Background: an optimization exercise with open tools, aiming at small area and a short achievable clock period. Do not read the settings as production practice.

==> 06-14 <==
// fir_direct_nom
module fir_direct_nom (
    input              clk,
    input              rst,
    input  signed [4:0] in,
    output signed [4:0] out,
    input  [249:0]     tap_coeffs
);
export LEC_CHECK = 0
export CAP_MARGIN = 20
export CORE_MARGIN = 2
export CORE_UTILIZATION = 40
export SLEW_MARGIN = 20
export SYNTH_HIERARCHICAL = 1
export SYNTH_MINIMUM_KEEP_SIZE = 0
create_clock -name core_clock -period 12.0 [get_ports {clk}]
standard.sh (not shown) runs the stock make flow with config.mk's settings and CLKGATE_MAP_FILE= SYNTH_SCRIPT=/design/flow/synth_recipe.tcl, a recipe that flattens the netlist after the stock synthesis.
==> flow/flow/run.sh <==
#!/bin/bash
# Standard ORFS layout with plain buf_2 port buffers; timing repair aims at
# a setup slack margin so the resizer works on the critical paths.
set -e
export BUFFER_PORTS_ARGS="-buffer_cell sky130_fd_sc_hd__buf_2"
export SETUP_SLACK_MARGIN=7.4
bash standard.sh > standard.log 2>&1
==> 10-01 (differences from 06-14) <==
--- a/flow/flow/run.sh
+++ b/flow/flow/run.sh
@@ -4,4 +4,4 @@
 set -e
 export BUFFER_PORTS_ARGS="-buffer_cell sky130_fd_sc_hd__buf_2"
-export SETUP_SLACK_MARGIN=7.4
+export SETUP_SLACK_MARGIN=${MARGIN:-6.9}
 bash standard.sh > standard.log 2>&1
==> 09-20 (differences from 06-14) <==
==> flow/flow/run.sh (replaced) <==
#!/bin/bash
# ORFS layout (the standard.sh) in three calls:
#  1. synthesis to placement as standard, with plain buf_2 port buffers;
#  2. CTS and 3. routing to finish, with timing repair aimed at a setup
#     slack margin and at the worst paths only.
set -e
export BUFFER_PORTS_ARGS="-buffer_cell sky130_fd_sc_hd__buf_2"
bash standard.sh synth floorplan place > standard_place.log 2>&1
export SETUP_SLACK_MARGIN=7.4
export TNS_END_PERCENT=0
bash standard.sh cts > standard_cts.log 2>&1
bash standard.sh > standard_finish.log 2>&1
- CTS_BUF_LIST: not set -> sky130_fd_sc_hd__clkbuf_4 sky130_fd_sc_hd__clkbuf_8
- CTS_CLUSTER_DIAMETER: not set -> 60
- CTS_CLUSTER_SIZE: not set -> 20
==> 02-18 (differences from 06-14) <==
--- a/flow/flow/run.sh
+++ b/flow/flow/run.sh
@@ -4,4 +4,4 @@
 set -e
 export BUFFER_PORTS_ARGS="-buffer_cell sky130_fd_sc_hd__buf_2"
-export SETUP_SLACK_MARGIN=7.4
+export SETUP_SLACK_MARGIN=7.9
 bash standard.sh > standard.log 2>&1
==> summary of the runs <==
Worst hold slack, lowest first: 02-18, 09-20, 10-01, 06-14. Wire length, highest first: 02-18, 06-14, 10-01, 09-20. In area after synthesis, 06-14 and 10-01 do not differ. The lowest fmax belongs to 09-20, the highest to 02-18. The highest count of clock-buffer cells in the layout belongs to 02-18, the lowest to 09-20. Critical path depth: 09-20 is lower than 06-14 (1).
==> figures <==
item                                                                                        09-20                       02-18                       06-14                       10-01
Post-CTS Repair Setup Buffers                                                                   3                          20                           9                           1
Non-Clock Buffer Area Fraction                                                              3.22%                       7.27%                       6.36%                       3.24%
Most frequent standard cell in the layout excluding fill and tap cells   sky130_fd_sc_hd__nand2_1       sky130_fd_sc_hd__fa_2       sky130_fd_sc_hd__fa_2    sky130_fd_sc_hd__nand2_1
Final worst path period share                                                               42.5%                       41.4%                       42.0%                       42.2%
Diodes inserted                                                                                 5                           6                           3                           1
Largest net degree at the start of global routing                                              65                         129                          64                          73
CLK BUF                                                                                        56                          82                          73                          77
Root buffer cell                                                        sky130_fd_sc_hd__clkbuf_8  sky130_fd_sc_hd__clkbuf_16  sky130_fd_sc_hd__clkbuf_16  sky130_fd_sc_hd__clkbuf_16
Insertion delay to the later sink of the worst-skew pair                                   720 ps                      650 ps                      640 ps                      640 ps
Setup slack after layout                                                                  6910 ps                     7030 ps                     6960 ps                     6940 ps
Crit-path slowest cell                                                      sky130_fd_sc_hd__fa_2       sky130_fd_sc_hd__fa_1       sky130_fd_sc_hd__fa_1       sky130_fd_sc_hd__fa_1
Area occupied by multi-input gates                                                      27900 µm²                   33300 µm²                   32700 µm²                   27900 µm²
Run status                                                               timing/DRC/antenna clean    timing/DRC/antenna clean    timing/DRC/antenna clean    timing/DRC/antenna clean
No functional check of the RTL was part of any run of this note.

==> re-timing with driven ports <==
No port has a modelled driver above. Below, the same layouts with a new extraction and two added sets of constraints. Step 1, drivers: a clkbuf_16 drives clk and a buf_2 each remaining input, both assumed. Step 2 moves the port delays by t, midway between the first and last clock arrival at a register: inputs arrive t later, outputs are due t later. That takes back most of the time a late clock gives input paths. a / b / c = ideal / step 1 / step 2; a / b = the first two.
| run | t (ns) | setup WS [ns] | worst setup path after step 2 | slew at the worst register clock pin (ns) |
|---|---|---|---|---|
| 06-14 | 0.695 | 6.960 / 6.960 / 6.452 | input to register | 0.07 / 0.07 |
| 10-01 | 0.700 | 6.938 / 6.938 / 6.317 | input to register | 0.07 / 0.07 |
| 09-20 | 0.757 | 6.905 / 6.905 / 6.275 | input to register | 0.12 / 0.12 |
| 02-18 | 0.704 | 7.034 / 7.034 / 6.383 | input to register | 0.07 / 0.07 |
After both steps every run listed still meets setup and hold. For 02-18, which loses most, drivers alone change the setup slack by 0.000 ns; drivers and shift together by -0.651 ns.
